This design comes from an exercise in tuning for small area, a short achievable clock period and few clock cycles on the open sky130 flow, not from production work.
Only simulation tests tie the RTL to the original design; equivalence was not proved.
Power is estimated from default activity; no workload was simulated.

### config.mk
export PLATFORM = sky130hd
export DESIGN_NAME = TPU
export DESIGN_NICKNAME = TPU
export VERILOG_FILES = /design/flow/design.v
export SDC_FILE = /design/flow/constraint.sdc
export NUM_CORES = 4
export LEC_CHECK = 0
export CAP_MARGIN = 20
export CORE_MARGIN = 2
export CORE_UTILIZATION = 40
export SETUP_SLACK_MARGIN = 4.3
export SLEW_MARGIN = 20
### constraint.sdc
create_clock -name core_clock -period 8.0 [get_ports {clk}]
set_input_delay 1.6000 -clock core_clock [delete_from_list [all_inputs] [get_ports {clk}]]
set_output_delay 1.6000 -clock core_clock [all_outputs]
set_load 0.01 [all_outputs]
### design.v
module TPU(
    clk,
    rst_n,
    in_valid,
    K,
    M,
    N,
    busy,
    A_wr_en,
    A_index,
    A_data_in,
    A_data_out,
    B_wr_en,
    B_index,
    B_data_in,
    B_data_out,
    C_wr_en,
    C_index,
    C_data_in,
    C_data_out
);
input clk;
input rst_n;
input            in_valid;
input [7:0]      K;
input [7:0]      M;
input [7:0]      N;
output  reg      busy;
output           A_wr_en;
output [15:0]    A_index;
output [31:0]    A_data_in;
input  [31:0]    A_data_out;
output           B_wr_en;
output [15:0]    B_index;
output [31:0]    B_data_in;
input  [31:0]    B_data_out;
output           C_wr_en;
output [15:0]    C_index;
output [127:0]   C_data_in;
input  [127:0]   C_data_out;
reg  [7:0] k_end;        
reg  [2:0] pad1;         
reg        k_one;        
reg  [5:0] mt_last;      
reg        mt_zero;      
reg  [3:0] last_rows;    
reg  [3:0] top_row;      
wire [7:0] m_dec      = M - 8'd1;
wire [7:0] n_dec      = N - 8'd1;
wire [7:0] k_dec      = K - 8'd1;
wire [5:0] mt_last_in = m_dec[7:2];                      
wire [5:0] nt_last_in = n_dec[7:2];                      
wire       m_one_tile = (M[7:3] == 5'd0) & ~(M[2] & |M[1:0]);    
wire       n_one_tile = (N[7:3] == 5'd0) & ~(N[2] & |N[1:0]);    
wire       k_small    = (K[7:2] == 6'd0);                
wire [7:0] k_end_in   = k_small ? 8'd3 : k_dec;
always @(posedge clk) begin
    if (in_valid) begin
        k_end     <= k_end_in;
        pad1      <= k_small ? 3'd5 - {1'b0, K[1:0]} : 3'd1;
        k_one     <= (K == 8'd1);
        mt_last   <= mt_last_in;
        mt_zero   <= m_one_tile;
        case (M[1:0])
            2'd1:    begin last_rows <= 4'b0001; top_row <= 4'b0001; end
            2'd2:    begin last_rows <= 4'b0011; top_row <= 4'b0010; end
            2'd3:    begin last_rows <= 4'b0111; top_row <= 4'b0100; end
            default: begin last_rows <= 4'b1111; top_row <= 4'b1000; end
        endcase
    end
end
reg        issuing;
reg  [7:0] kd;           
reg  [5:0] id, jd;       
reg        f_te;         
reg        f_k0;         
reg        f_kv;         
reg        f_kl;         
reg        f_ie;         
reg        f_je;         
reg [13:0] a_addr, b_addr, b_base;
always @(posedge clk or negedge rst_n) begin
    if (!rst_n)                          issuing <= 1'b0;
    else if (in_valid)                   issuing <= 1'b1;
    else if (f_te & f_ie & f_je)         issuing <= 1'b0;
end
always @(posedge clk) begin
    if (in_valid) begin
        kd     <= k_end_in;
        id     <= mt_last_in;
        jd     <= nt_last_in;
        f_te   <= 1'b0;
        f_k0   <= 1'b1;
        f_kv   <= 1'b1;
        f_kl   <= (K == 8'd1);
        f_ie   <= m_one_tile;
        f_je   <= n_one_tile;
        a_addr <= 14'd0;
        b_addr <= 14'd0;
        b_base <= 14'd0;
    end else if (issuing) begin
        f_k0 <= f_te;
        if (f_te) begin
            kd   <= k_end;
            f_te <= 1'b0;
            f_kv <= 1'b1;
            f_kl <= k_one;
            if (f_ie) begin
                id     <= mt_last;
                f_ie   <= mt_zero;
                jd     <= jd - 6'd1;
                f_je   <= (jd == 6'd1);
                a_addr <= 14'd0;
                b_base <= b_addr + {13'd0, f_kv};
                b_addr <= b_addr + {13'd0, f_kv};
            end else begin
                id     <= id - 6'd1;
                f_ie   <= (id == 6'd1);
                a_addr <= a_addr + {13'd0, f_kv};
                b_addr <= b_base;
            end
        end else begin
            kd   <= kd - 8'd1;
            f_te <= (kd == 8'd1);
            f_kv <= (kd >= {5'd0, pad1});
            f_kl <= (kd == {5'd0, pad1});
            if (f_kv) begin
                a_addr <= a_addr + 14'd1;
                b_addr <= b_addr + 14'd1;
            end
        end
    end
end
assign A_wr_en   = 1'b0;
assign A_data_in = 32'd0;
assign B_wr_en   = 1'b0;
assign B_data_in = 32'd0;
assign A_index   = {2'd0, a_addr};
assign B_index   = {2'd0, b_addr};
wire       iss_v   = issuing & f_kv;
wire       iss_clr = issuing & f_k0;
wire       iss_wr  = iss_v & f_kl;
wire [3:0] wmask   = f_ie ? last_rows : 4'hF;
wire [3:0] fmask   = (f_ie & f_je) ? top_row : 4'h0;
reg  [31:0] a_q, b_q;
always @(posedge clk) begin
    a_q <= A_data_out & {32{iss_v}};
    b_q <= B_data_out;
end
reg  [31:0] b_d [1:3];
reg  [7:0]  a1_d1, a2_d1, a2_d2, a3_d1, a3_d2, a3_d3;
always @(posedge clk) begin
    b_d[1] <= b_q;
    b_d[2] <= b_d[1];
    b_d[3] <= b_d[2];
    a1_d1  <= a_q[23:16];
    a2_d1  <= a_q[15:8];
    a2_d2  <= a2_d1;
    a3_d1  <= a_q[7:0];
    a3_d2  <= a3_d1;
    a3_d3  <= a3_d2;
end
wire [9:0]  a3_row [0:3];
reg  [9:0]  tq [0:3];
reg  [9:0]  t1_d1, t2_d1, t2_d2, t3_d1, t3_d2, t3_d3;
genvar l;
generate
    for (l = 0; l < 4; l = l + 1) begin : triple
        wire [7:0] lane = A_data_out[31-8*l -: 8];
        always @(posedge clk) tq[l] <= ({2'b00, lane} + {1'b0, lane, 1'b0}) & {10{iss_v}};
    end
endgenerate
always @(posedge clk) begin
    t1_d1 <= tq[1];
    t2_d1 <= tq[2];
    t2_d2 <= t2_d1;
    t3_d1 <= tq[3];
    t3_d2 <= t3_d1;
    t3_d3 <= t3_d2;
end
assign a3_row[0] = tq[0];
assign a3_row[1] = t1_d1;
assign a3_row[2] = t2_d2;
assign a3_row[3] = t3_d3;
wire [7:0]  a_row [0:3];
wire [31:0] b_row [0:3];
assign a_row[0] = a_q[31:24];
assign a_row[1] = a1_d1;
assign a_row[2] = a2_d2;
assign a_row[3] = a3_d3;
assign b_row[0] = b_q;
assign b_row[1] = b_d[1];
assign b_row[2] = b_d[2];
assign b_row[3] = b_d[3];
reg        clr_d [0:3][0:2];
reg        clr_c [0:3];
reg  [4:0] wr_d [0:3];
reg  [4:0] fin_d [0:3];
wire [3:0] wr_row, fin_row;
always @(posedge clk) begin
    clr_d[1][0] <= iss_clr;
    clr_d[2][0] <= iss_clr;
    clr_d[2][1] <= clr_d[2][0];
    clr_d[3][0] <= iss_clr;
    clr_d[3][1] <= clr_d[3][0];
    clr_d[3][2] <= clr_d[3][1];
    clr_c[0]    <= iss_clr;
    clr_c[1]    <= clr_d[1][0];
    clr_c[2]    <= clr_d[2][1];
    clr_c[3]    <= clr_d[3][2];
end
genvar r, c;
generate
    for (r = 0; r < 4; r = r + 1) begin : flag
        always @(posedge clk or negedge rst_n) begin
            if (!rst_n) begin
                wr_d[r]  <= 5'd0;
                fin_d[r] <= 5'd0;
            end else begin
                wr_d[r]  <= {wr_d[r][3:0], iss_wr & wmask[r]};
                fin_d[r] <= {fin_d[r][3:0], iss_wr & fmask[r]};
            end
        end
        assign wr_row[r]  = wr_d[r][r+1];
        assign fin_row[r] = fin_d[r][r+1];
    end
endgenerate
wire [23:0] acc_x [0:3][0:3];
wire [23:0] acc_y [0:3][0:3];
generate
    for (r = 0; r < 4; r = r + 1) begin : row
        for (c = 0; c < 4; c = c + 1) begin : pe
            TPU_mac mac (
                .clk (clk),
                .clr (clr_c[r]),
                .a   (a_row[r]),
                .b   (b_row[r][31-8*c -: 8]),
                .a3  (a3_row[r]),
                .x   (acc_x[r][c]),
                .y   (acc_y[r][c])
            );
        end
    end
endgenerate
reg [23:0] out_q [0:3];
reg [3:0]  sel;
always @(posedge clk) sel <= {wr_d[3][3], wr_d[2][2], wr_d[1][1], wr_d[0][0]};
reg        wr_q, fin_q;
reg [13:0] c_addr;
generate
    for (c = 0; c < 4; c = c + 1) begin : cout
        wire [23:0] sx = ({24{sel[0]}} & acc_x[0][c]) | ({24{sel[1]}} & acc_x[1][c])
                       | ({24{sel[2]}} & acc_x[2][c]) | ({24{sel[3]}} & acc_x[3][c]);
        wire [23:0] sy = ({24{sel[0]}} & acc_y[0][c]) | ({24{sel[1]}} & acc_y[1][c])
                       | ({24{sel[2]}} & acc_y[2][c]) | ({24{sel[3]}} & acc_y[3][c]);
        always @(posedge clk) out_q[c] <= sx + sy;
        assign C_data_in[127-32*c -: 32] = {8'd0, out_q[c]};
    end
endgenerate
always @(posedge clk or negedge rst_n) begin
    if (!rst_n) begin
        wr_q  <= 1'b0;
        fin_q <= 1'b0;
    end else begin
        wr_q  <= |wr_row;
        fin_q <= |fin_row;
    end
end
always @(posedge clk or negedge rst_n) begin
    if (!rst_n)         c_addr <= 14'd0;
    else if (in_valid)  c_addr <= 14'd0;
    else if (wr_q)      c_addr <= c_addr + 14'd1;
end
assign C_wr_en = wr_q;
assign C_index = {2'd0, c_addr};
always @(posedge clk or negedge rst_n) begin
    if (!rst_n)          busy <= 1'b0;
    else if (in_valid)   busy <= 1'b1;
    else if (fin_q)      busy <= 1'b0;
end
endmodule
module TPU_mac (
    input             clk,
    input             clr,
    input      [7:0]  a,
    input      [7:0]  b,
    input      [9:0]  a3,    
    output     [23:0] x,
    output     [23:0] y
);
reg  [23:0] xr;
reg  [2:0] yr;
wire [23:0] xc = xr & {24{~clr}};
wire [23:0] yfull;
assign yfull[0] = 1'b0;
assign yfull[1] = 1'b0;
assign yfull[2] = 1'b0;
assign yfull[3] = 1'b0;
assign yfull[4] = 1'b0;
assign yfull[5] = 1'b0;
assign yfull[6] = yr[0];
assign yfull[7] = 1'b0;
assign yfull[8] = 1'b0;
assign yfull[9] = 1'b0;
assign yfull[10] = 1'b0;
assign yfull[11] = 1'b0;
assign yfull[12] = yr[1];
assign yfull[13] = 1'b0;
assign yfull[14] = 1'b0;
assign yfull[15] = 1'b0;
assign yfull[16] = 1'b0;
assign yfull[17] = 1'b0;
assign yfull[18] = yr[2];
assign yfull[19] = 1'b0;
assign yfull[20] = 1'b0;
assign yfull[21] = 1'b0;
assign yfull[22] = 1'b0;
assign yfull[23] = 1'b0;
wire [23:0] yc = yfull & {24{~clr}};
wire [9:0] m1 = {2'b00, a};
wire [9:0] m2 = {1'b0, a, 1'b0};
wire s0_1 = ~b[1] &  b[0];
wire s0_2 =  b[1] & ~b[0];
wire s0_3 =  b[1] &  b[0];
wire q0_0 = (s0_1 & m1[0]) | (s0_2 & m2[0]) | (s0_3 & a3[0]);
wire q0_1 = (s0_1 & m1[1]) | (s0_2 & m2[1]) | (s0_3 & a3[1]);
wire q0_2 = (s0_1 & m1[2]) | (s0_2 & m2[2]) | (s0_3 & a3[2]);
wire q0_3 = (s0_1 & m1[3]) | (s0_2 & m2[3]) | (s0_3 & a3[3]);
wire q0_4 = (s0_1 & m1[4]) | (s0_2 & m2[4]) | (s0_3 & a3[4]);
wire q0_5 = (s0_1 & m1[5]) | (s0_2 & m2[5]) | (s0_3 & a3[5]);
wire q0_6 = (s0_1 & m1[6]) | (s0_2 & m2[6]) | (s0_3 & a3[6]);
wire q0_7 = (s0_1 & m1[7]) | (s0_2 & m2[7]) | (s0_3 & a3[7]);
wire q0_8 = (s0_1 & m1[8]) | (s0_2 & m2[8]) | (s0_3 & a3[8]);
wire q0_9 = (s0_1 & m1[9]) | (s0_2 & m2[9]) | (s0_3 & a3[9]);
wire s1_1 = ~b[3] &  b[2];
wire s1_2 =  b[3] & ~b[2];
wire s1_3 =  b[3] &  b[2];
wire q1_0 = (s1_1 & m1[0]) | (s1_2 & m2[0]) | (s1_3 & a3[0]);
wire q1_1 = (s1_1 & m1[1]) | (s1_2 & m2[1]) | (s1_3 & a3[1]);
wire q1_2 = (s1_1 & m1[2]) | (s1_2 & m2[2]) | (s1_3 & a3[2]);
wire q1_3 = (s1_1 & m1[3]) | (s1_2 & m2[3]) | (s1_3 & a3[3]);
wire q1_4 = (s1_1 & m1[4]) | (s1_2 & m2[4]) | (s1_3 & a3[4]);
wire q1_5 = (s1_1 & m1[5]) | (s1_2 & m2[5]) | (s1_3 & a3[5]);
wire q1_6 = (s1_1 & m1[6]) | (s1_2 & m2[6]) | (s1_3 & a3[6]);
wire q1_7 = (s1_1 & m1[7]) | (s1_2 & m2[7]) | (s1_3 & a3[7]);
wire q1_8 = (s1_1 & m1[8]) | (s1_2 & m2[8]) | (s1_3 & a3[8]);
wire q1_9 = (s1_1 & m1[9]) | (s1_2 & m2[9]) | (s1_3 & a3[9]);
wire s2_1 = ~b[5] &  b[4];
wire s2_2 =  b[5] & ~b[4];
wire s2_3 =  b[5] &  b[4];
wire q2_0 = (s2_1 & m1[0]) | (s2_2 & m2[0]) | (s2_3 & a3[0]);
wire q2_1 = (s2_1 & m1[1]) | (s2_2 & m2[1]) | (s2_3 & a3[1]);
wire q2_2 = (s2_1 & m1[2]) | (s2_2 & m2[2]) | (s2_3 & a3[2]);
wire q2_3 = (s2_1 & m1[3]) | (s2_2 & m2[3]) | (s2_3 & a3[3]);
wire q2_4 = (s2_1 & m1[4]) | (s2_2 & m2[4]) | (s2_3 & a3[4]);
wire q2_5 = (s2_1 & m1[5]) | (s2_2 & m2[5]) | (s2_3 & a3[5]);
wire q2_6 = (s2_1 & m1[6]) | (s2_2 & m2[6]) | (s2_3 & a3[6]);
wire q2_7 = (s2_1 & m1[7]) | (s2_2 & m2[7]) | (s2_3 & a3[7]);
wire q2_8 = (s2_1 & m1[8]) | (s2_2 & m2[8]) | (s2_3 & a3[8]);
wire q2_9 = (s2_1 & m1[9]) | (s2_2 & m2[9]) | (s2_3 & a3[9]);
wire s3_1 = ~b[7] &  b[6];
wire s3_2 =  b[7] & ~b[6];
wire s3_3 =  b[7] &  b[6];
wire q3_0 = (s3_1 & m1[0]) | (s3_2 & m2[0]) | (s3_3 & a3[0]);
wire q3_1 = (s3_1 & m1[1]) | (s3_2 & m2[1]) | (s3_3 & a3[1]);
wire q3_2 = (s3_1 & m1[2]) | (s3_2 & m2[2]) | (s3_3 & a3[2]);
wire q3_3 = (s3_1 & m1[3]) | (s3_2 & m2[3]) | (s3_3 & a3[3]);
wire q3_4 = (s3_1 & m1[4]) | (s3_2 & m2[4]) | (s3_3 & a3[4]);
wire q3_5 = (s3_1 & m1[5]) | (s3_2 & m2[5]) | (s3_3 & a3[5]);
wire q3_6 = (s3_1 & m1[6]) | (s3_2 & m2[6]) | (s3_3 & a3[6]);
wire q3_7 = (s3_1 & m1[7]) | (s3_2 & m2[7]) | (s3_3 & a3[7]);
wire q3_8 = (s3_1 & m1[8]) | (s3_2 & m2[8]) | (s3_3 & a3[8]);
wire q3_9 = (s3_1 & m1[9]) | (s3_2 & m2[9]) | (s3_3 & a3[9]);
wire t1 = xc[2] ^ q0_2;
wire t2 = xc[2] & q0_2;
wire t3 = xc[3] ^ q0_3 ^ q1_1;
wire t4 = (xc[3] & q0_3) | (xc[3] & q1_1) | (q0_3 & q1_1);
wire t5 = xc[4] ^ q0_4 ^ q1_2;
wire t6 = (xc[4] & q0_4) | (xc[4] & q1_2) | (q0_4 & q1_2);
wire t7 = q2_0 ^ t4;
wire t8 = q2_0 & t4;
wire t9 = xc[5] ^ q0_5 ^ q1_3;
wire t10 = (xc[5] & q0_5) | (xc[5] & q1_3) | (q0_5 & q1_3);
wire t11 = q2_1 ^ t6 ^ t9;
wire t12 = (q2_1 & t6) | (q2_1 & t9) | (t6 & t9);
wire t13 = xc[6] ^ yc[6] ^ q0_6;
wire t14 = (xc[6] & yc[6]) | (xc[6] & q0_6) | (yc[6] & q0_6);
wire t15 = q1_4 ^ q2_2 ^ q3_0;
wire t16 = (q1_4 & q2_2) | (q1_4 & q3_0) | (q2_2 & q3_0);
wire t17 = t10 ^ t13 ^ t15;
wire t18 = (t10 & t13) | (t10 & t15) | (t13 & t15);
wire t19 = xc[7] ^ q0_7 ^ q1_5;
wire t20 = (xc[7] & q0_7) | (xc[7] & q1_5) | (q0_7 & q1_5);
wire t21 = q2_3 ^ q3_1 ^ t14;
wire t22 = (q2_3 & q3_1) | (q2_3 & t14) | (q3_1 & t14);
wire t23 = t16 ^ t19 ^ t18;
wire t24 = (t16 & t19) | (t16 & t18) | (t19 & t18);
wire t25 = xc[8] ^ q0_8 ^ q1_6;
wire t26 = (xc[8] & q0_8) | (xc[8] & q1_6) | (q0_8 & q1_6);
wire t27 = q2_4 ^ q3_2 ^ t20;
wire t28 = (q2_4 & q3_2) | (q2_4 & t20) | (q3_2 & t20);
wire t29 = t25 ^ t22 ^ t27;
wire t30 = (t25 & t22) | (t25 & t27) | (t22 & t27);
wire t31 = xc[9] ^ q0_9 ^ q1_7;
wire t32 = (xc[9] & q0_9) | (xc[9] & q1_7) | (q0_9 & q1_7);
wire t33 = q2_5 ^ q3_3 ^ t26;
wire t34 = (q2_5 & q3_3) | (q2_5 & t26) | (q3_3 & t26);
wire t35 = t31 ^ t28 ^ t33;
wire t36 = (t31 & t28) | (t31 & t33) | (t28 & t33);
wire t37 = xc[10] ^ q1_8 ^ q2_6;
wire t38 = (xc[10] & q1_8) | (xc[10] & q2_6) | (q1_8 & q2_6);
wire t39 = q3_4 ^ t32 ^ t37;
wire t40 = (q3_4 & t32) | (q3_4 & t37) | (t32 & t37);
wire t41 = t34 ^ t39;
wire t42 = t34 & t39;
wire t43 = xc[11] ^ q1_9 ^ q2_7;
wire t44 = (xc[11] & q1_9) | (xc[11] & q2_7) | (q1_9 & q2_7);
wire t45 = q3_5 ^ t38 ^ t43;
wire t46 = (q3_5 & t38) | (q3_5 & t43) | (t38 & t43);
wire t47 = t40 ^ t45;
wire t48 = t40 & t45;
wire t49 = xc[12] ^ yc[12] ^ q2_8;
wire t50 = (xc[12] & yc[12]) | (xc[12] & q2_8) | (yc[12] & q2_8);
wire t51 = q3_6 ^ t44 ^ t49;
wire t52 = (q3_6 & t44) | (q3_6 & t49) | (t44 & t49);
wire t53 = t46 ^ t51;
wire t54 = t46 & t51;
wire t55 = xc[13] ^ q2_9 ^ q3_7;
wire t56 = (xc[13] & q2_9) | (xc[13] & q3_7) | (q2_9 & q3_7);
wire t57 = t50 ^ t55 ^ t52;
wire t58 = (t50 & t55) | (t50 & t52) | (t55 & t52);
wire t59 = xc[14] ^ q3_8 ^ t56;
wire t60 = (xc[14] & q3_8) | (xc[14] & t56) | (q3_8 & t56);
wire t61 = xc[15] ^ q3_9;
wire t62 = xc[15] & q3_9;
wire [6:0] ch0 = {1'b0, t8, t5, t2, q1_0, xc[1], xc[0]} + {1'b0, t11, t7, t3, t1, q0_1, q0_0};
wire [6:0] ch6 = {1'b0, t42, t41, t30, t24, t21, t12} + {1'b0, t47, t36, t35, t29, t23, t17};
wire [6:0] ch12 = {1'b0, xc[17], xc[16], t61, t59, t54, t48} + {1'b0, 1'b0, t62, t60, t58, t57, t53};
wire [6:0] ch18 = {1'b0, xc[23], xc[22], xc[21], xc[20], xc[19], xc[18]} + {1'b0, 1'b0, 1'b0, 1'b0, 1'b0, 1'b0, yc[18]};
always @(posedge clk) begin
    xr <= {ch18[5], ch18[4], ch18[3], ch18[2], ch18[1], ch18[0], ch12[5], ch12[4], ch12[3], ch12[2], ch12[1], ch12[0], ch6[5], ch6[4], ch6[3], ch6[2], ch6[1], ch6[0], ch0[5], ch0[4], ch0[3], ch0[2], ch0[1], ch0[0]};
    yr <= {ch12[6], ch6[6], ch0[6]};
end
assign x = xr;
assign y = yfull;
endmodule
### run.sh
#!/bin/bash
# synth_recipe.tcl (not shown) runs the flow's synth.tcl, then flattens the netlist and writes it again
# the make line also repeats each setting of config.mk as NAME=value (left out here)
make -C /OpenROAD-flow-scripts/flow DESIGN_CONFIG=/design/flow/config.mk WORK_HOME=/design/flow/orfs CLKGATE_MAP_FILE= SYNTH_SCRIPT=/design/flow/synth_recipe.tcl finish
==> results.py, run 1 <==
metrics = {
    "floorplanning": {
        "die_w_um": 409,
        "chipHeight_um": 409,
        "fp.coreArea_um2": 163000,
        "num_rows": 148,
        "die-area_um2": 167000,
        "io_pins": 463,
        "floorplan.initialDensity": 0.403,
    },
    "synth": {
        "synth_ff_type": "dfxtp_1",
        "ys_warn_count": 16,
        "async_reset_ff_frac": 0.0473,
        "avgSynthCellArea_um2": 10.1,
        "synth.distinct_cells": 76,
        "ys_seq_area_frac": 0.308,
        "netlist_instances": 6490,
        "ys_ff_latch": 973,
        "synth_edf_count": 48,
        "synth_area_um2": 65500,
    },
    "power_and_ir_drop": {
        "internal-power_uw": 15000,
        "pwr-share-comb": 0.470,
        "peakVddDrop_v": 0.000194,
        "totalPowerFinal_uw": 24100,
        "power_leakage_uw": 0.0342,
        "power_frac_clock": 0.236,
        "seqPwrFrac": 0.295,
        "power.switching_uw": 9160,
        "power_density_nw_per_um2": 316,
        "swShare": 0.380,
    },
    "worst_setup_path": {
        "critPathMaxFanout": 13,
        "slowest_delay_ns": 0.67,
        "start_kind": "register",
        "cpMaxStageDelayCell": "clkdlybuf4s50_1",
        "reg2reg_depth": 13,
        "reg2reg_from": "a1_d1[6]",
        "cp.required_ns": 6.40,
        "worstSetupEndpointType": "primary output",
        "cp_data_arrival_time_ns": 2.05,
        "cp_cell_sequence": "clkdlybuf4s50_1",
        "cp_num_buf_inv": 1,
        "worst-setup-path-type": "register to primary output",
        "reg2reg_to": "row[1].pe[1].mac.yr[2]",
        "r2r_setup_slack_ns": 4.35,
        "cpLargestDelayFamily": "buffers and inverters",
    },
    "layout": {
        "final_common_cell": "dfxtp_1",
        "area_delta_synth_final_pct": 16.5,
        "drive_gt1_frac": 0.188,
        "nets": 7749,
        "fillerInstances": 15220,
        "final_cell_mix": "750 x dfxtp_1, 489 x inv_1, 463 x mux2_2, 460 x ha_1, 406 x nor2b_1",
    },
    "timing": {
        "fmax_mhz": 274,
        "setup_tns_ns": 0,
        "max_slew_margin": 0.234,
        "hold_viol": 0,
        "maxSlewViolCount": 0,
        "setup_viol_count_final": 0,
        "fin_skew_ns": 0.0529,
        "fin_crit_sh": 0.456,
        "rsz0062_at_grt": "true",
        "tightest_slew_ns": 1.15,
        "finalCriticalPeriod_ns": 3.65,
    },
    "routing": {
        "num_vias": 48414,
        "viasPerCell": 5.45,
        "antenna_left": 0,
        "wire_per_inst_um": 23.2,
        "routed_wl_um": 206000,
        "drc": 0,
        "drt_iter0_drc": 3415,
        "dr.pass1.iters": 5,
    },
    "worst_hold_path": {
        "worstHoldEndpoint": "t1_d1[2]",
        "hold_path_class": "register to register",
        "min_path_cells": 0,
        "min_from": "tq[1][2]",
    },
    "cts": {
        "cts_tree": "done",
        "h-tree-depth": 3,
        "insertion_delay_ns": 0.78,
        "clock-sinks": 973,
        "postCtsHoldBufs": 0,
        "path_clk_slew_ns": 0.06,
        "ctsRootBufferMaster": "clkbuf_16",
        "cts_buffers": 113,
        "clk_path_buf_depth": 3,
    },
    "grt": {
        "grt_overflow": 0,
        "grt_max_degree": 77,
        "grt_pass1_vias": 49039,
        "antenna_found_initial": 8,
        "grt_pass1_wl_um": 303000,
        "grt_use_total": 0.236,
    },
    "placement": {
        "place.gp.congestion": 0.882,
        "dp_hpwl_um": 141000,
        "io_buffers": 230,
    },
    "flow_run": {
        "maxCapViolCount": 0,
    },
    "run_status": {
        "status": "no timing/DRC/antenna violations",
    },
}
how the worst max path moves through the flow:
stage / startpoint / end / slack, ns / depth (start not counted)
6_report: b_addr[2] / B_index[2] / 4.35 / 1
5_1_grt: b_q[3] / row[0].pe[3].mac.yr[1] / 4.24 / 15
4_1_cts: b_d[1][1] / row[1].pe[3].mac.yr[1] / 4.29 / 12
3_5_place_dp: b_d[1][2] / row[1].pe[3].mac.yr[1] / 3.54 / 12
3_3_place_gp: clr_c[1] / row[1].pe[3].mac.yr[1] / 3.61 / 11
2_1_floorplan: b_d[2][26] / row[2].pe[0].mac.yr[1] / 4.30 / 12
power groups by stage:
stage | Sequential, uW | Clock (uW) | Combinational [uW]
floorplan | 6730 | 0 | 7740
global placement | 7200 | 0 | 10100
CTS | 7090 | 5800 | 10700
global route | 7200 | 5990 | 12700
finish | 7110 | 5690 | 11300
detailed placement | 7210 | 0 | 10300
state kept, by name, indices dropped and copies added, names as in the netlist, 14 cells and up:
signal         cells
fin_d             14
b_base            14
b_q               32
tq                36
out_q             96
a_addr            14
wr_d              14
b_d               96
row.pe.mac.xr    384
a_q               32
row.pe.mac.yr     48
b_addr            14
c_addr            14
cell usage after synthesis, types with 4 or more instances:
master      n  area, um2
dfxtp_1   879      17600
inv_1     489       1840
ha_1      473       5920
nor2b_1   465       2910
mux2_2    463       5210
fa_1      452       9050
clkbuf_1  405       1520
a22o_1    334       2930
a22oi_1   307       2300
xnor2_1   237       2080
nor2_1    233        875
a21oi_1   228       1140
nand2_1   213        800
xor2_1    158       1380
nand2b_1  128        801
buf_4     110        826
nand3_1   107        536
a21o_1    102        766
and3_1     96        601
o21ai_0    68        340
and2_1     63        394
mux2i_1    61        611
o21bai_1   52        390
edfxtp_1   48       1440
dfrtp_1    46       1150
nor3_1     38        190
buf_2      27        135
o21a_1     20        150
buf_1      19       71.3
a31oi_1    17        106
a211oi_1   16        120
a221oi_1   16        140
nand4_1    11       68.8
a22oi_2     7       87.6
buf_6       7       78.8
or2_2       7       43.8
nand3b_1    6       45.0
o41ai_1     6       52.6
nor3_2      4       40.0
nor4_1      4       25.0
or3_1       4       25.0
or4_1       4       30.0
cell families after synthesis:
logic type      count (synthesis)  share of synthesized area
fa+ha+maj                     925                      0.229
compound gates               1215                      0.138
buf+inv                      1059                     0.0687
xor+xnor                      395                     0.0528
flops                         973                      0.308
simple gates                 1398                      0.115
other cells                     1                  0.0000573
mux                           524                     0.0890
final cells by class:
| class | count | area [um2] | share of cell area |
|---|---|---|---|
| multi-input cells | 4561 | 42100 | 0.551 |
| inverters | 489 | 1840 | 0.0241 |
| clock buffers | 146 | 3140 | 0.0412 |
| well taps | 2175 | 2720 | 0.0357 |
| flip-flops and latches | 973 | 20500 | 0.269 |
| diodes | 6 | 15.0 | 0.000197 |
| clock inverters | 68 | 996 | 0.0131 |
| repair buffers | 467 | 4960 | 0.0650 |
layer usage:
metal / vias to the layer above / part of all wire / track usage
met5: - / 0.000063 / 0
met4: 2 / 0.051 / 0.112
met3: 456 / 0.074 / 0.0408
met2: 1876 / 0.46 / 0.381
met1: 23847 / 0.42 / 0.306
li1: 22233 / - / -
stage by stage:
stage	hold slack, ns	instances	cell area [um2]	util	setup WS (ns)
after floorplan	0.310	6593	65900	-	4.30
after global placement	0.310	8508	68900	0.423	3.61
after global routing	0.324	8880	76300	0.469	4.24
after detailed placement	0.312	8508	68900	0.423	3.54
after CTS	0.319	8788	74700	0.460	4.29
final	0.318	8885	76300	0.469	4.35
repair_timing:
action,4_1_cts,5_1_grt
buffers inserted,65,81
cloned,1,10
endpoints found under the setup margin,166,83
hold endpoints to repair,0,0
pin swaps,14,38
resized for setup,355,207
Testbench counts, summed over its fixed seeds: cycles 122,601.
==> run 2: changes to the inputs <==
--- a/config.mk
+++ b/config.mk
@@ -6,4 +6,5 @@
 export NUM_CORES = 4
 export LEC_CHECK = 0
+export ABC_AREA = 1
 export CAP_MARGIN = 20
 export CORE_MARGIN = 2
==> results.py, run 2 <==
metrics = {
    "run_status": {
        "status": "no timing/DRC/antenna violations",
    },
    "cts": {
        "path_clk_slew_ns": 0.06,
        "h-tree-depth": 3,
        "cts_buffers": 109,
        "insertion_delay_ns": 0.78,
        "ctsRootBufferMaster": "clkbuf_16",
        "clock-sinks": 973,
        "cts_tree": "done",
        "clk_path_buf_depth": 3,
    },
    "synth": {
        "synth_edf_count": 48,
        "synth_commonest_cells": "1442 x nand2_1, 1286 x inv_1, 879 x dfxtp_1",
        "synth.most_common_cell": "nand2_1",
        "netlist_instances": 7792,
        "ys_warn_count": 16,
        "synth_area_um2": 63500,
        "ys_ff_latch": 973,
        "ys_seq_area_frac": 0.318,
        "synth_top_area_share": 0.277,
        "synth_ff_type": "dfxtp_1",
        "avgSynthCellArea_um2": 8.15,
        "yosysTopAreaCell": "dfxtp_1",
        "async_reset_ff_frac": 0.0473,
        "synth.area.top_cells": "dfxtp_1 28%, fa_1 14%, ha_1 9.3%",
        "synth.distinct_cells": 60,
    },
    "layout": {
        "utilization": 0.476,
        "reg.largest.list": "row.pe.mac.xr: 384 flops, b_d: 96 flops, out_q: 96 flops",
        "fillerInstances": 15244,
        "drive_gt1_frac": 0.117,
        "area_delta_synth_final_pct": 18.5,
        "largest-register": "row.pe.mac.xr",
        "largest_register_ffs": 384,
        "final_common_cell": "nand2_1",
        "final_cell_mix": "1378 x nand2_1, 1235 x inv_1, 800 x nor2_1, 798 x dfxtp_1, 455 x ha_1",
        "nets": 9310,
    },
    "grt": {
        "grt_pass1_wl_um": 332000,
        "grt_overflow": 0,
        "grt_pass1_vias": 53828,
        "antenna_found_initial": 5,
        "grt_use_total": 0.271,
        "grt_max_degree": 64,
        "grt.met2_usage": 0.419,
        "grt_most_used_layer": "met2",
        "grtUsageMet3": 0.0706,
        "gr-usage-met1": 0.352,
    },
    "power_and_ir_drop": {
        "totalPowerFinal_uw": 22000,
        "power_leakage_uw": 0.0355,
        "power_density_nw_per_um2": 293,
        "peakVddDrop_v": 0.000195,
    },
    "timing": {
        "finalCriticalPeriod_ns": 3.64,
        "rsz0062_at_grt": "true",
        "setup_tns_ns": 0,
        "timing.hold.ws_ns": 0.302,
        "max_slew_margin": 0.401,
        "tightest_slew_ns": 0.897,
        "maxSlewViolCount": 0,
        "hold_viol": 0,
        "setup_viol_count_final": 0,
        "fmax_mhz": 275,
        "fin_crit_sh": 0.455,
        "setup_ws_ns": 4.36,
        "fin_skew_ns": 0.0586,
    },
    "placement": {
        "place_ws_ns": 3.11,
        "place.gp.congestion": 0.983,
        "io_buffers": 230,
        "dp_hpwl_um": 167000,
    },
    "floorplanning": {
        "die_w_um": 403,
        "chipHeight_um": 403,
        "io_pins": 463,
        "num_rows": 146,
        "fp.coreArea_um2": 158000,
        "floorplan.initialDensity": 0.402,
        "die-area_um2": 162000,
    },
    "worst_setup_path": {
        "cp.required_ns": 8.61,
        "start_kind": "register",
        "critPathMaxFanout": 5,
        "cp_data_arrival_time_ns": 4.25,
        "worstSetupEndpointType": "register",
        "worst-setup-path-type": "register to register",
        "r2r_setup_slack_ns": 4.36,
    },
    "worst_hold_path": {
        "hold_path_class": "register to register",
    },
    "routing": {
        "viasPerCell": 5.37,
        "drc": 0,
        "drt_iter0_drc": 5088,
        "wire_per_inst_um": 22.0,
        "routed_wl_um": 227000,
        "num_vias": 55494,
        "antenna_left": 0,
        "dr.pass1.iters": 8,
    },
    "flow_run": {
        "maxCapViolCount": 0,
    },
}
-- run 2: logic make-up (layout without fill, tap and decap cells) --
family,Yosys count,count (layout),synth area share
AOI/OAI and AO/OA,1252,1252,0.128
and+or+nand+nor,2677,2677,0.170
xor gates and xnor gates,301,301,0.0415
DFF,973,973,0.318
other,1,108,0.0000590
buffers and inverters,1661,2028,0.108
muxes,2,2,0.000315
adders and majority gates,925,925,0.236
-- run 2: timing repair --
item	CTS	global route
setup buffers	127	84
pin swaps	3	35
hold buffers	0	0
cloned	2	5
endpoints found under the setup margin	163	95
resized for setup	229	307
-- run 2: where the power goes --
part / internal [uW] / leakage, uW / switching (uW) / total, uW
logic: 4050 / 0.0252 / 5830 / 9880
clock network: 3140 / 0.00189 / 2280 / 5420
registers: 6020 / 0.00842 / 715 / 6730
-- run 2: worst max-delay path: stages (launching register included) --
cell and delay, ns:
dfxtp_1 0.36, clkinvlp_4 0.24, buf_12 0.21, o21ai_0 0.19
inv_1 0.10, fa_1 0.48, inv_1 0.05, fa_1 0.44
ha_1 0.29, ha_1 0.30, fa_1 0.43, nand3_1 0.10
nand2_1 0.09, nand2_1 0.09, a21oi_2 0.10
-- run 2: final timing paths --
check | startpoint | end | depth (start not counted)
hold reg to reg | a_q[8] | a2_d1[0] | 0
setup reg to reg | t2_d2[8] | row[2].pe[2].mac.yr[2] | 14
max in group asynchronous | rst_n | fin_q | 1
min in group asynchronous | rst_n | c_addr[10] | 1
setup / recovery | t2_d2[8] | row[2].pe[2].mac.yr[2] | 14
hold / removal | a_q[8] | a2_d1[0] | 0
-- run 2: metrics by stage --
stage / cell area, um2 / instances
after global placement: 67400 / 9909
after CTS: 73200 / 10245
after detailed placement: 67400 / 9909
after global routing: 75200 / 10334
final: 75300 / 10338
after floorplan: 63900 / 7895
-- run 2: final cells by class --
class | count | area [um2] | share of cell area
timing repair inverter | 1 | 7.51 | 0.0000998
clock buffer | 145 | 3170 | 0.0421
sequential | 973 | 20300 | 0.270
timing repair buffer | 518 | 5190 | 0.0689
inverter | 1302 | 5100 | 0.0678
clock inverter | 62 | 734 | 0.00976
antenna | 4 | 10.0 | 0.000133
tap | 2072 | 2590 | 0.0344
multi-input combinational | 5261 | 38100 | 0.506
-- run 2: metal layers --
metal	wire length, um	part of all wire	vias to the layer above
li1	-	-	25807
met2	98700	0.43	2711
met3	23400	0.10	607
met1	92300	0.41	26365
met5	54	0.00024	-
met4	12900	0.057	4
==> run 3: changes to the inputs <==
--- a/config.mk
+++ b/config.mk
@@ -6,8 +6,7 @@
 export NUM_CORES = 4
 export LEC_CHECK = 0
-export ABC_AREA = 1
 export CAP_MARGIN = 20
 export CORE_MARGIN = 2
 export CORE_UTILIZATION = 40
-export SETUP_SLACK_MARGIN = 4.3
+export SETUP_SLACK_MARGIN = 4.0
 export SLEW_MARGIN = 20
==> results.py, run 3 <==
metrics = {
    "synth": {
        "synth_edf_count": 48,
        "synth_commonest_cells": "879 x dfxtp_1, 489 x inv_1, 473 x ha_1",
        "synth.area.top_cells": "dfxtp_1 27%, fa_1 14%, ha_1 9.0%",
        "async_reset_ff_frac": 0.0473,
        "avgSynthCellArea_um2": 10.1,
        "synth.distinct_cells": 76,
        "ys_ff_latch": 973,
        "netlist_instances": 6490,
        "ys_warn_count": 16,
        "synth_area_um2": 65500,
        "ys_seq_area_frac": 0.308,
        "synth.most_common_cell": "dfxtp_1",
        "synth_top_area_share": 0.269,
        "yosysTopAreaCell": "dfxtp_1",
        "synth_ff_type": "dfxtp_1",
    },
    "worst_hold_path": {
        "hold_path_class": "register to register",
    },
    "floorplanning": {
        "fp.coreArea_um2": 163000,
        "num_rows": 148,
        "die-area_um2": 167000,
        "chipHeight_um": 409,
        "io_pins": 463,
        "floorplan.initialDensity": 0.403,
        "die_w_um": 409,
    },
    "layout": {
        "final_common_cell": "dfxtp_1",
        "stdcell_area_um2": 73900,
        "largest-register": "row.pe.mac.xr",
        "final_cell_mix": "790 x dfxtp_1, 489 x inv_1, 473 x ha_1, 463 x mux2_2, 451 x fa_1",
        "largest_register_ffs": 384,
        "nets": 7596,
        "fillerInstances": 15384,
        "drive_gt1_frac": 0.143,
        "area_delta_synth_final_pct": 12.9,
        "reg.largest.list": "row.pe.mac.xr: 384 flops, b_d: 96 flops, out_q: 96 flops",
    },
    "power_and_ir_drop": {
        "seqPwrFrac": 0.306,
        "pwr-share-comb": 0.445,
        "power_density_nw_per_um2": 317,
        "power_leakage_uw": 0.0333,
        "internal-power_uw": 14600,
        "swShare": 0.378,
        "peakVddDrop_v": 0.000190,
        "power_frac_clock": 0.249,
        "power.switching_uw": 8870,
    },
    "timing": {
        "setup_viol_count_final": 0,
        "tightest_slew_ns": 1.09,
        "max_slew_margin": 0.271,
        "rsz0062_at_grt": "false",
        "finalCriticalPeriod_ns": 3.91,
        "hold_viol": 0,
        "fin_skew_ns": 0.0779,
        "setup_tns_ns": 0,
        "maxSlewViolCount": 0,
        "fmax_mhz": 256,
        "fin_crit_sh": 0.488,
    },
    "worst_setup_path": {
        "cp_data_arrival_time_ns": 4.53,
        "critPathMaxFanout": 12,
        "cp.required_ns": 8.62,
        "cpMaxStageDelayCell": "dfxtp_2",
        "slowest_delay_ns": 0.55,
        "worst-setup-path-type": "register to register",
        "worstSetupEndpointType": "register",
        "cpMostUsedCell": "fa_1",
        "cpLargestDelayFamily": "adder cells",
        "cp_num_buf_inv": 1,
        "cp_cell_sequence": "nor2b_4, a22oi_1, fa_1, fa_1, inv_1, ha_1, ha_1, fa_1, a21o_1, a21oi_1, nor2b_1, o21a_1",
        "start_kind": "register",
    },
    "routing": {
        "antenna_left": 0,
        "viasPerCell": 5.39,
        "wire_per_inst_um": 22.0,
        "drt_iter0_drc": 3155,
        "dr.pass1.iters": 7,
        "routed_wl_um": 192000,
        "num_vias": 47039,
        "drc": 0,
    },
    "cts": {
        "insertion_delay_ns": 0.79,
        "h-tree-depth": 3,
        "clock-sinks": 973,
        "path_clk_slew_ns": 0.06,
        "clk_path_buf_depth": 3,
        "cts_tree": "done",
        "postCtsHoldBufs": 0,
        "ctsRootBufferMaster": "clkbuf_16",
        "cts_buffers": 115,
    },
    "placement": {
        "io_buffers": 230,
        "dp_hpwl_um": 138000,
        "placed_area_um2": 68800,
        "place.gp.congestion": 0.881,
    },
    "grt": {
        "grt_overflow": 0,
        "grt_use_total": 0.225,
        "grt_max_degree": 92,
        "grt_pass1_vias": 48006,
        "antenna_found_initial": 4,
        "grt_pass1_wl_um": 291000,
    },
    "flow_run": {
        "maxCapViolCount": 0,
    },
    "run_status": {
        "status": "no timing/DRC/antenna violations",
    },
}
[run 3: worst reg2reg max path, stage by stage (launching register included)]
cell and delay [ns]:
dfxtp_2 0.55, nor2b_4 0.34, a22oi_1 0.15, fa_1 0.44
fa_1 0.51, inv_1 0.04, ha_1 0.27, ha_1 0.23
fa_1 0.42, a21o_1 0.20, a21oi_1 0.27, nor2b_1 0.08
o21a_1 0.28
[run 3: worst paths after layout]
kind | startpoint | endpoint | slack, ns | cells after the start
max | b_q[12] | row[0].pe[2].mac.yr[2] | 4.09 | 12
min | tq[2][1] | t2_d1[1] | 0.30 | 0
max reg2reg | b_q[12] | row[0].pe[2].mac.yr[2] | 4.09 | 12
min reg2reg | tq[2][1] | t2_d1[1] | 0.30 | 0
max in group asynchronous | rst_n | issuing | 6.74 | 1
min in group asynchronous | rst_n | c_addr[13] | 0.80 | 1
[run 3: logic make-up after synthesis]
group,after synthesis,synth area share
AOI/OAI and AO/OA,1215,0.138
adders and majority gates,925,0.229
other,1,0.0000573
muxes,524,0.0890
xor gates and xnor gates,395,0.0528
and+or+nand+nor,1398,0.115
DFF,973,0.308
buffers and inverters,1059,0.0687
[run 3: metrics by stage]
| stage | std cells | util | setup WS, ns | hold slack, ns | power (uW) |
|---|---|---|---|---|---|
| final | 8726 | 0.455 | 4.09 | 0.297 | 23400 |
| after global routing | 8724 | 0.455 | 3.99 | 0.291 | 25200 |
| after CTS | 8716 | 0.451 | 3.98 | 0.291 | 23500 |
| after detailed placement | 8499 | 0.423 | 3.54 | 0.312 | 17500 |
| after global placement | 8499 | 0.423 | 3.55 | 0.310 | 17200 |
| after floorplan | 6593 | - | 4.18 | 0.310 | 14500 |
[run 3: routing by layer]
metal	routed length, um	global-route usage	vias up	part of all wire
met1	83200	0.294	23315	0.43
li1	-	-	21906	-
met5	0	0	-	0
met2	89800	0.370	1468	0.47
met3	10700	0.0326	350	0.056
met4	8270	0.0942	0	0.043
[run 3: cell type report]
cell class / count / area, um2 / share of cell area
antenna: 2 / 5.00 / 0.0000677
inverter: 489 / 1840 / 0.0248
clock buffer: 151 / 3250 / 0.0440
tap: 2175 / 2720 / 0.0368
multi-input combinational: 4561 / 41500 / 0.562
clock inverter: 63 / 1030 / 0.0139
timing repair buffer: 312 / 3190 / 0.0431
sequential: 973 / 20400 / 0.276
[run 3: power by group through the flow]
stage	clock [uW]	sequential (uW)	combinational [uW]
2_1_floorplan	0	6730	7740
3_3_place_gp	0	7250	9980
3_5_place_dp	0	7270	10200
4_1_cts	5960	7180	10300
5_1_grt	6150	7270	11800
6_report	5830	7180	10400
[run 3: timing repair]
action,4_1_cts,5_1_grt
buffers inserted,3,8
endpoints found under the setup margin,87,55
resized for setup,102,143
==> run 4: changes to the inputs <==
--- a/design.v
+++ b/design.v
@@ -290,5 +290,5 @@
 );
 reg  [23:0] xr;
-reg  [2:0] yr;
+reg  [4:0] yr;
 wire [23:0] xc = xr & {24{~clr}};
 wire [23:0] yfull;
@@ -297,21 +297,21 @@
 assign yfull[2] = 1'b0;
 assign yfull[3] = 1'b0;
-assign yfull[4] = 1'b0;
+assign yfull[4] = yr[0];
 assign yfull[5] = 1'b0;
-assign yfull[6] = yr[0];
+assign yfull[6] = 1'b0;
 assign yfull[7] = 1'b0;
-assign yfull[8] = 1'b0;
+assign yfull[8] = yr[1];
 assign yfull[9] = 1'b0;
 assign yfull[10] = 1'b0;
 assign yfull[11] = 1'b0;
-assign yfull[12] = yr[1];
+assign yfull[12] = yr[2];
 assign yfull[13] = 1'b0;
 assign yfull[14] = 1'b0;
 assign yfull[15] = 1'b0;
-assign yfull[16] = 1'b0;
+assign yfull[16] = yr[3];
 assign yfull[17] = 1'b0;
-assign yfull[18] = yr[2];
+assign yfull[18] = 1'b0;
 assign yfull[19] = 1'b0;
-assign yfull[20] = 1'b0;
+assign yfull[20] = yr[4];
 assign yfull[21] = 1'b0;
 assign yfull[22] = 1'b0;
@@ -376,36 +376,36 @@
 wire t3 = xc[3] ^ q0_3 ^ q1_1;
 wire t4 = (xc[3] & q0_3) | (xc[3] & q1_1) | (q0_3 & q1_1);
-wire t5 = xc[4] ^ q0_4 ^ q1_2;
-wire t6 = (xc[4] & q0_4) | (xc[4] & q1_2) | (q0_4 & q1_2);
-wire t7 = q2_0 ^ t4;
-wire t8 = q2_0 & t4;
+wire t5 = xc[4] ^ yc[4] ^ q0_4;
+wire t6 = (xc[4] & yc[4]) | (xc[4] & q0_4) | (yc[4] & q0_4);
+wire t7 = q1_2 ^ q2_0;
+wire t8 = q1_2 & q2_0;
 wire t9 = xc[5] ^ q0_5 ^ q1_3;
 wire t10 = (xc[5] & q0_5) | (xc[5] & q1_3) | (q0_5 & q1_3);
-wire t11 = q2_1 ^ t6 ^ t9;
-wire t12 = (q2_1 & t6) | (q2_1 & t9) | (t6 & t9);
-wire t13 = xc[6] ^ yc[6] ^ q0_6;
-wire t14 = (xc[6] & yc[6]) | (xc[6] & q0_6) | (yc[6] & q0_6);
-wire t15 = q1_4 ^ q2_2 ^ q3_0;
-wire t16 = (q1_4 & q2_2) | (q1_4 & q3_0) | (q2_2 & q3_0);
-wire t17 = t10 ^ t13 ^ t15;
-wire t18 = (t10 & t13) | (t10 & t15) | (t13 & t15);
+wire t11 = q2_1 ^ t8 ^ t6;
+wire t12 = (q2_1 & t8) | (q2_1 & t6) | (t8 & t6);
+wire t13 = xc[6] ^ q0_6 ^ q1_4;
+wire t14 = (xc[6] & q0_6) | (xc[6] & q1_4) | (q0_6 & q1_4);
+wire t15 = q2_2 ^ q3_0 ^ t10;
+wire t16 = (q2_2 & q3_0) | (q2_2 & t10) | (q3_0 & t10);
+wire t17 = t13 ^ t12;
+wire t18 = t13 & t12;
 wire t19 = xc[7] ^ q0_7 ^ q1_5;
 wire t20 = (xc[7] & q0_7) | (xc[7] & q1_5) | (q0_7 & q1_5);
 wire t21 = q2_3 ^ q3_1 ^ t14;
 wire t22 = (q2_3 & q3_1) | (q2_3 & t14) | (q3_1 & t14);
-wire t23 = t16 ^ t19 ^ t18;
-wire t24 = (t16 & t19) | (t16 & t18) | (t19 & t18);
-wire t25 = xc[8] ^ q0_8 ^ q1_6;
-wire t26 = (xc[8] & q0_8) | (xc[8] & q1_6) | (q0_8 & q1_6);
-wire t27 = q2_4 ^ q3_2 ^ t20;
-wire t28 = (q2_4 & q3_2) | (q2_4 & t20) | (q3_2 & t20);
-wire t29 = t25 ^ t22 ^ t27;
-wire t30 = (t25 & t22) | (t25 & t27) | (t22 & t27);
+wire t23 = t19 ^ t16 ^ t21;
+wire t24 = (t19 & t16) | (t19 & t21) | (t16 & t21);
+wire t25 = xc[8] ^ yc[8] ^ q0_8;
+wire t26 = (xc[8] & yc[8]) | (xc[8] & q0_8) | (yc[8] & q0_8);
+wire t27 = q1_6 ^ q2_4 ^ q3_2;
+wire t28 = (q1_6 & q2_4) | (q1_6 & q3_2) | (q2_4 & q3_2);
+wire t29 = t20 ^ t25 ^ t27;
+wire t30 = (t20 & t25) | (t20 & t27) | (t25 & t27);
 wire t31 = xc[9] ^ q0_9 ^ q1_7;
 wire t32 = (xc[9] & q0_9) | (xc[9] & q1_7) | (q0_9 & q1_7);
 wire t33 = q2_5 ^ q3_3 ^ t26;
 wire t34 = (q2_5 & q3_3) | (q2_5 & t26) | (q3_3 & t26);
-wire t35 = t31 ^ t28 ^ t33;
-wire t36 = (t31 & t28) | (t31 & t33) | (t28 & t33);
+wire t35 = t28 ^ t31 ^ t30;
+wire t36 = (t28 & t31) | (t28 & t30) | (t31 & t30);
 wire t37 = xc[10] ^ q1_8 ^ q2_6;
 wire t38 = (xc[10] & q1_8) | (xc[10] & q2_6) | (q1_8 & q2_6);
@@ -424,21 +424,21 @@
 wire t51 = q3_6 ^ t44 ^ t49;
 wire t52 = (q3_6 & t44) | (q3_6 & t49) | (t44 & t49);
-wire t53 = t46 ^ t51;
-wire t54 = t46 & t51;
-wire t55 = xc[13] ^ q2_9 ^ q3_7;
-wire t56 = (xc[13] & q2_9) | (xc[13] & q3_7) | (q2_9 & q3_7);
-wire t57 = t50 ^ t55 ^ t52;
-wire t58 = (t50 & t55) | (t50 & t52) | (t55 & t52);
-wire t59 = xc[14] ^ q3_8 ^ t56;
-wire t60 = (xc[14] & q3_8) | (xc[14] & t56) | (q3_8 & t56);
-wire t61 = xc[15] ^ q3_9;
-wire t62 = xc[15] & q3_9;
-wire [6:0] ch0 = {1'b0, t8, t5, t2, q1_0, xc[1], xc[0]} + {1'b0, t11, t7, t3, t1, q0_1, q0_0};
-wire [6:0] ch6 = {1'b0, t42, t41, t30, t24, t21, t12} + {1'b0, t47, t36, t35, t29, t23, t17};
-wire [6:0] ch12 = {1'b0, xc[17], xc[16], t61, t59, t54, t48} + {1'b0, 1'b0, t62, t60, t58, t57, t53};
-wire [6:0] ch18 = {1'b0, xc[23], xc[22], xc[21], xc[20], xc[19], xc[18]} + {1'b0, 1'b0, 1'b0, 1'b0, 1'b0, 1'b0, yc[18]};
+wire t53 = xc[13] ^ q2_9 ^ q3_7;
+wire t54 = (xc[13] & q2_9) | (xc[13] & q3_7) | (q2_9 & q3_7);
+wire t55 = t50 ^ t53;
+wire t56 = t50 & t53;
+wire t57 = xc[14] ^ q3_8 ^ t54;
+wire t58 = (xc[14] & q3_8) | (xc[14] & t54) | (q3_8 & t54);
+wire t59 = xc[15] ^ q3_9;
+wire t60 = xc[15] & q3_9;
+wire [4:0] ch0 = {1'b0, t2, q1_0, xc[1], xc[0]} + {1'b0, t3, t1, q0_1, q0_0};
+wire [4:0] ch4 = {1'b0, t18, t15, t9, t7} + {1'b0, t23, t17, t11, t4} + {4'd0, t5};
+wire [4:0] ch8 = {1'b0, t42, t41, t33, t22} + {1'b0, t47, t36, t35, t29} + {4'd0, t24};
+wire [4:0] ch12 = {1'b0, t59, t56, t55, t46} + {1'b0, t58, t57, t52, t51} + {4'd0, t48};
+wire [4:0] ch16 = {1'b0, xc[19], xc[18], xc[17], xc[16]} + {1'b0, 1'b0, 1'b0, 1'b0, yc[16]} + {4'd0, t60};
+wire [4:0] ch20 = {1'b0, xc[23], xc[22], xc[21], xc[20]} + {1'b0, 1'b0, 1'b0, 1'b0, yc[20]};
 always @(posedge clk) begin
-    xr <= {ch18[5], ch18[4], ch18[3], ch18[2], ch18[1], ch18[0], ch12[5], ch12[4], ch12[3], ch12[2], ch12[1], ch12[0], ch6[5], ch6[4], ch6[3], ch6[2], ch6[1], ch6[0], ch0[5], ch0[4], ch0[3], ch0[2], ch0[1], ch0[0]};
-    yr <= {ch12[6], ch6[6], ch0[6]};
+    xr <= {ch20[3], ch20[2], ch20[1], ch20[0], ch16[3], ch16[2], ch16[1], ch16[0], ch12[3], ch12[2], ch12[1], ch12[0], ch8[3], ch8[2], ch8[1], ch8[0], ch4[3], ch4[2], ch4[1], ch4[0], ch0[3], ch0[2], ch0[1], ch0[0]};
+    yr <= {ch16[4], ch12[4], ch8[4], ch4[4], ch0[4]};
 end
 assign x = xr;
--- a/config.mk
+++ b/config.mk
@@ -6,7 +6,8 @@
 export NUM_CORES = 4
 export LEC_CHECK = 0
+export ABC_AREA = 1
 export CAP_MARGIN = 20
 export CORE_MARGIN = 2
 export CORE_UTILIZATION = 40
-export SETUP_SLACK_MARGIN = 4.0
+export SETUP_SLACK_MARGIN = 4.3
 export SLEW_MARGIN = 20
==> results.py, run 4 <==
metrics = {
    "grt": {
        "grt_use_total": 0.277,
        "grt_pass1_vias": 54322,
        "antenna_found_initial": 8,
        "grt_max_degree": 61,
        "grt_pass1_wl_um": 339000,
        "grt_overflow": 0,
    },
    "synth": {
        "avgSynthCellArea_um2": 8.11,
        "synth_area_um2": 64300,
        "netlist_instances": 7930,
        "yosysTopAreaCell": "dfxtp_1",
        "synth_top_area_share": 0.284,
        "synth_commonest_cells": "1703 x nand2_1, 1309 x inv_1, 911 x dfxtp_1",
        "synth_xor_area_frac": 0.0328,
        "synth_ff_type": "dfxtp_1",
        "yosys.area_share.adder": 0.243,
        "synth_edf_count": 48,
        "ys_ff_latch": 1005,
        "ys_seq_area_frac": 0.324,
        "synthSimpleGateAreaFrac": 0.175,
        "async_reset_ff_frac": 0.0458,
        "synth_top_family_by_area": "adder cells",
        "synth.area.top_cells": "dfxtp_1 28%, fa_1 16%, nand2_1 9.9%",
        "synth_compound_area_frac": 0.119,
        "synthMuxAreaShare": 0.000156,
        "ys_warn_count": 16,
        "synth.distinct_cells": 47,
        "synth.most_common_cell": "nand2_1",
    },
    "timing": {
        "maxSlewViolCount": 0,
        "fin_crit_sh": 0.462,
        "fmax_mhz": 271,
        "setup_tns_ns": 0,
        "hold_viol": 0,
        "max_slew_margin": 0.249,
        "fin_skew_ns": 0.0433,
        "finalCriticalPeriod_ns": 3.70,
        "setup_viol_count_final": 0,
        "rsz0062_at_grt": "true",
        "tightest_slew_ns": 1.11,
    },
    "cts": {
        "clock-sinks": 1005,
        "clk_path_buf_depth": 3,
        "insertion_delay_ns": 0.76,
        "cts_buffers": 107,
        "path_clk_slew_ns": 0.07,
        "h-tree-depth": 3,
        "ctsRootBufferMaster": "clkbuf_16",
        "cts_tree": "done",
        "postCtsHoldBufs": 0,
    },
    "floorplanning": {
        "floorplan.initialDensity": 0.402,
        "die_w_um": 405,
        "io_pins": 463,
        "chipHeight_um": 405,
        "die-area_um2": 164000,
        "fp.coreArea_um2": 160000,
        "num_rows": 147,
    },
    "layout": {
        "drive_gt1_frac": 0.0606,
        "final_common_cell": "nand2_1",
        "utilization": 0.459,
        "largest_register_ffs": 384,
        "largest-register": "row.pe.mac.xr",
        "fillerInstances": 15847,
        "final_cell_mix": "1694 x nand2_1, 1278 x inv_1, 887 x dfxtp_1, 713 x nor2_1, 499 x fa_1",
        "stdcell_area_um2": 73400,
        "nets": 9346,
        "area_delta_synth_final_pct": 14.2,
        "reg.largest.list": "row.pe.mac.xr: 384 flops, b_d: 96 flops, out_q: 96 flops",
        "stdcell_count": 10361,
    },
    "placement": {
        "io_buffers": 230,
        "placed_area_um2": 68300,
        "dp_hpwl_um": 174000,
        "placed_cells_incl_taps": 10065,
        "place.gp.congestion": 1.02,
    },
    "routing": {
        "antenna_left": 0,
        "viasPerCell": 5.41,
        "wire_per_inst_um": 22.2,
        "dr.pass1.iters": 9,
        "routed_wl_um": 230000,
        "drt_iter0_drc": 5591,
        "drc": 0,
        "num_vias": 56085,
    },
    "power_and_ir_drop": {
        "peakVddDrop_v": 0.000204,
        "power_leakage_uw": 0.0349,
        "power_density_nw_per_um2": 280,
    },
    "worst_hold_path": {
        "min_path_cells": 0,
        "hold_path_class": "register to register",
    },
    "worst_setup_path": {
        "reg2reg_depth": 12,
        "worst-setup-path-type": "register to register",
        "worstSetupEndpointType": "register",
        "critPathMaxFanout": 25,
        "cp.required_ns": 8.62,
        "start_kind": "register",
        "cp_data_arrival_time_ns": 4.31,
    },
    "run_status": {
        "status": "no timing/DRC/antenna violations",
    },
    "flow_run": {
        "maxCapViolCount": 0,
    },
}
[run 4: critical path, stage by stage (launching register included)]
cell and delay (ns):
dfxtp_2 0.31, buf_6 0.20, inv_8 0.19, buf_16 0.20, nand2_1 0.10, fa_1 0.52, fa_1 0.51, inv_1 0.05
ha_1 0.24, fa_1 0.46, fa_1 0.44, nand3_1 0.13, nand2_2 0.12
[run 4: per-layer routing]
metal,up-vias,wire (um),share of wire,global-route usage
met4,10,15600,0.068,0.156
met2,3022,98300,0.43,0.422
met5,-,67,0.00029,0
li1,25773,-,-,-
met1,26591,92100,0.40,0.357
met3,689,24300,0.11,0.0718
[run 4: report_power, final]
part	leakage, uW	internal, uW	switching (uW)
Sequential	0.00868	6150	740
Clock	0.00188	3140	2300
Combinational	0.0243	3320	4940
[run 4: cell families after synthesis]
group / after synthesis
simple gates: 2827
buf+inv: 1691
compound gates: 1215
flops: 1005
fa+ha+maj: 949
xor+xnor: 241
other cells: 1
mux: 1
[run 4: final cells by class]
type                       count  area, um2  area share
clock buffer                 140       3040      0.0413
timing repair buffer         400       3850      0.0525
tap                         2086       2610      0.0355
inverter                    1327       5130      0.0698
antenna                        5       12.5    0.000170
multi-input combinational   5337      37100       0.505
sequential                  1005      20900       0.284
clock inverter                61        845      0.0115
[run 4: worst paths after layout]
kind	start	end	slack (ns)
worst max-delay path	clr_c[1]	row[1].pe[0].mac.yr[3]	4.30
worst min-delay path	tq[3][4]	t3_d1[4]	0.32
worst max register to register	clr_c[1]	row[1].pe[0].mac.yr[3]	4.30
worst min register to register	tq[3][4]	t3_d1[4]	0.32
max in group asynchronous	rst_n	wr_d[3][3]	6.73
min in group asynchronous	rst_n	c_addr[12]	0.84
[run 4: timing repair]
| action | in CTS | in global routing |
|---|---|---|
| setup buffers | 63 | 26 |
| setup endpoints to repair | 154 | 82 |
| resized for setup | 71 | 77 |
| gates cloned | 0 | 1 |
[run 4: per-stage QoR]
| stage | hold WS [ns] | total power, uW | setup slack [ns] |
|---|---|---|---|
| 6_report | 0.318 | 20600 | 4.30 |
| 5_1_grt | 0.323 | 22100 | 4.28 |
| 4_1_cts | 0.315 | 20500 | 4.16 |
| 3_5_place_dp | 0.312 | 14900 | 3.55 |
| 3_3_place_gp | 0.311 | 14700 | 3.60 |
| 2_1_floorplan | 0.310 | 12500 | 4.35 |
Testbench counts of run 4, summed over its fixed seeds: cycles 122,601.
==> run 5: changes to the inputs <==
--- a/config.mk
+++ b/config.mk
@@ -10,4 +10,4 @@
 export CORE_MARGIN = 2
 export CORE_UTILIZATION = 40
-export SETUP_SLACK_MARGIN = 4.3
+export SETUP_SLACK_MARGIN = 4.5
 export SLEW_MARGIN = 20
==> results.py, run 5 <==
metrics = {
    "cts": {
        "clock-sinks": 1005,
        "ctsRootBufferMaster": "clkbuf_16",
        "clk_path_buf_depth": 3,
        "cts_buffers": 109,
        "h-tree-depth": 3,
        "path_clk_slew_ns": 0.07,
        "insertion_delay_ns": 0.78,
        "cts_tree": "done",
    },
    "worst_hold_path": {
        "min_from": "a_q[9]",
        "min_path_cells": 0,
        "worstHoldEndpoint": "a2_d1[1]",
        "hold_path_class": "register to register",
    },
    "synth": {
        "synth.distinct_cells": 47,
        "synth_area_um2": 64300,
        "async_reset_ff_frac": 0.0458,
        "ys_warn_count": 16,
        "synth.area.top_cells": "dfxtp_1 28%, fa_1 16%, nand2_1 9.9%",
        "synth_ff_type": "dfxtp_1",
        "synth.most_common_cell": "nand2_1",
        "yosysTopAreaCell": "dfxtp_1",
        "synth_edf_count": 48,
        "ys_seq_area_frac": 0.324,
        "avgSynthCellArea_um2": 8.11,
        "ys_ff_latch": 1005,
        "synth_commonest_cells": "1703 x nand2_1, 1309 x inv_1, 911 x dfxtp_1",
        "netlist_instances": 7930,
        "synth_top_area_share": 0.284,
    },
    "timing": {
        "fin_skew_ns": 0.0733,
        "tightest_slew_ns": 0.950,
        "rsz0062_at_grt": "true",
        "fin_crit_sh": 0.433,
        "finalCriticalPeriod_ns": 3.47,
        "timing.hold.ws_ns": 0.321,
        "maxSlewViolCount": 0,
        "fmax_mhz": 288,
        "setup_tns_ns": 0,
        "hold_viol": 0,
        "setup_viol_count_final": 0,
        "max_slew_margin": 0.360,
    },
    "layout": {
        "area_delta_synth_final_pct": 16.9,
        "largest-register": "row.pe.mac.xr",
        "final_cell_mix": "1645 x nand2_1, 1262 x inv_1, 834 x dfxtp_1, 677 x nor2_1, 485 x fa_1",
        "utilization": 0.470,
        "fillerInstances": 15620,
        "reg.largest.list": "row.pe.mac.xr: 384 flops, b_d: 96 flops, out_q: 96 flops",
        "drive_gt1_frac": 0.0922,
        "nets": 9438,
        "final_common_cell": "nand2_1",
        "largest_register_ffs": 384,
    },
    "power_and_ir_drop": {
        "power.switching_uw": 8090,
        "peakVddDrop_v": 0.000184,
        "internal-power_uw": 12600,
        "swShare": 0.391,
        "power_density_nw_per_um2": 275,
        "power_leakage_uw": 0.0355,
        "totalPowerFinal_uw": 20700,
        "power_frac_clock": 0.255,
        "seqPwrFrac": 0.333,
        "pwr-share-comb": 0.412,
    },
    "worst_setup_path": {
        "critPathMaxFanout": 8,
        "cp_data_arrival_time_ns": 4.08,
        "cp_num_buf_inv": 3,
        "cpMostUsedCell": "fa_1",
        "slowest_delay_ns": 0.55,
        "worst-setup-path-type": "register to register",
        "cp.required_ns": 8.62,
        "worstSetupEndpointType": "register",
        "reg2reg_depth": 10,
        "reg2reg_to": "row[1].pe[1].mac.xr[10]",
        "reg2reg_from": "t1_d1[2]",
        "r2r_setup_slack_ns": 4.53,
        "cpLargestDelayFamily": "adder cells",
        "cp_cell_sequence": "inv_2, buf_4, o22ai_1, a21oi_1, fa_1, inv_1, fa_1, fa_1, fa_1, xor2_1",
        "start_kind": "register",
        "cpMaxStageDelayCell": "fa_1",
    },
    "placement": {
        "io_buffers": 230,
        "place.gp.congestion": 1.01,
        "dp_hpwl_um": 175000,
    },
    "routing": {
        "drt_iter0_drc": 5956,
        "drc": 0,
        "antenna_left": 0,
        "dr.pass1.iters": 8,
        "wire_per_inst_um": 22.6,
        "routed_wl_um": 237000,
        "viasPerCell": 5.43,
        "num_vias": 56738,
    },
    "grt": {
        "antenna_found_initial": 24,
        "grt_pass1_wl_um": 347000,
        "gr-usage-met1": 0.372,
        "grtUsageMet3": 0.0696,
        "grt_pass1_vias": 54793,
        "grt_most_used_layer": "met2",
        "grt.met2_usage": 0.430,
        "grt_overflow": 0,
        "grt_use_total": 0.284,
        "grt_max_degree": 61,
    },
    "floorplanning": {
        "num_rows": 147,
        "die-area_um2": 164000,
        "fp.coreArea_um2": 160000,
        "chipHeight_um": 405,
        "die_w_um": 405,
        "io_pins": 463,
        "floorplan.initialDensity": 0.402,
    },
    "run_status": {
        "status": "no timing/DRC/antenna violations",
    },
    "flow_run": {
        "maxCapViolCount": 0,
    },
}
-- run 5: cell types whose count changed in the layout (fill, tap and decap cells not counted), moves of 36 or more --
cell | before | now
buf_4 | 137 | 191
dfxtp_2 | 14 | 61
nor2_1 | 713 | 677
nand2_2 | 9 | 54
dfxtp_1 | 887 | 834
nand2_1 | 1694 | 1645
-- run 5: timing repair --
item,CTS,global route
hold buffers,0,0
pin swaps,0,4
endpoints found under the hold margin,0,0
buffers inserted,102,74
resized for setup,204,245
cloned,4,5
endpoints found under the setup margin,205,120
-- run 5: layer usage --
| metal | wire length [um] | vias up |
|---|---|---|
| li1 | - | 25969 |
| met1 | 94900 | 27009 |
| met2 | 101000 | 3031 |
| met3 | 25500 | 711 |
| met4 | 14700 | 18 |
| met5 | 131 | - |
-- run 5: metrics by stage --
step,instance area (um2),std cells,setup slack [ns]
6_report,75200,10457,4.53
5_1_grt,75100,10450,4.43
4_1_cts,73600,10371,4.46
3_5_place_dp,68300,10060,3.23
3_3_place_gp,68300,10060,3.23
2_1_floorplan,64700,8033,4.50
-- run 5: final cells by class --
class                      count  area, um2  share of cell area
multi-input combinational   5337      37500               0.500
sequential                  1005      21000               0.279
inverter                    1327       5220              0.0694
clock inverter                58        722             0.00961
timing repair inverter         1       7.51           0.0000999
clock buffer                 147       3020              0.0402
antenna                        7       17.5            0.000233
tap                         2086       2610              0.0347
timing repair buffer         489       5050              0.0671
-- run 5: worst max-delay path by stage --
stage                        start                       to  slack (ns)  depth (start not counted)
after global placement    a1_d1[5]   row[1].pe[1].mac.yr[3]        3.23                         11
after floorplan           clr_c[3]  row[3].pe[3].mac.xr[10]        4.50                         10
after global routing       a_q[27]   row[0].pe[1].mac.yr[2]        4.43                         12
final                     t1_d1[2]  row[1].pe[1].mac.xr[10]        4.53                         10
after CTS                 tq[0][5]  row[0].pe[3].mac.xr[11]        4.46                          9
after detailed placement  a1_d1[5]   row[1].pe[1].mac.yr[3]        3.23                         11
-- run 5: power by group through the flow --
stage               clock network, uW  registers [uW]  logic, uW
detailed placement                  0            6960       7960
floorplan                           0            6590       5930
global route                     5560            6960       9680
finish                           5280            6890       8530
CTS                              5370            6870       8240
global placement                    0            6950       7740
-- run 5: worst register-to-register path: stages, from the launching register on --
cell     delay (ns)
dfxtp_2        0.43
inv_2          0.15
buf_4          0.21
o22ai_1        0.25
a21oi_1        0.10
fa_1           0.55
inv_1          0.06
fa_1           0.45
fa_1           0.54
fa_1           0.43
xor2_1         0.18
-- run 5: cells by family after synthesis --
logic type / after synthesis / synth area share
simple gates: 2827 / 0.175
buf+inv: 1691 / 0.107
compound gates: 1215 / 0.119
flops: 1005 / 0.324
fa+ha+maj: 949 / 0.243
xor+xnor: 241 / 0.0328
other cells: 1 / 0.0000583
mux: 1 / 0.000156

-- static timing again, ports no longer ideal --
Ports are ideal in the flow. The routed layouts listed here were re-timed in OpenROAD.
Step 1, drivers: a clkbuf_16 drives clk and a buf_2 each remaining input, both assumed.
Step 2, shift: input delay + t, output delay - t, t = (earliest + latest rising clock arrival at the registers) / 2. This alone moves slack from input paths to output paths.
a / b / c = ideal ports / drivers / drivers and shift; a / b = the first two.
run | t, ns | slack for setup (ns) | hold WS [ns] | worst data-port slew with drivers (ns)
run 1 | 0.837 | 4.349 / 4.263 / 4.127 | 0.318 / 0.318 / 0.318 | 0.09
run 2 | 0.837 | 4.359 / 4.359 / 4.317 | 0.302 / 0.302 / 0.302 | 0.06
run 3 | 0.843 | 4.095 / 4.095 / 4.095 | 0.297 / 0.297 / 0.297 | 0.11
run 4 | 0.822 | 4.305 / 4.305 / 4.015 | 0.318 / 0.318 / 0.318 | 0.07
run 5 | 0.835 | 4.533 / 4.484 / 4.149 | 0.321 / 0.321 / 0.321 | 0.08
After both steps every run listed still meets setup and hold. The setup slack of run 5, which loses most, moves by -0.049 ns with the drivers and by -0.384 ns with both steps.
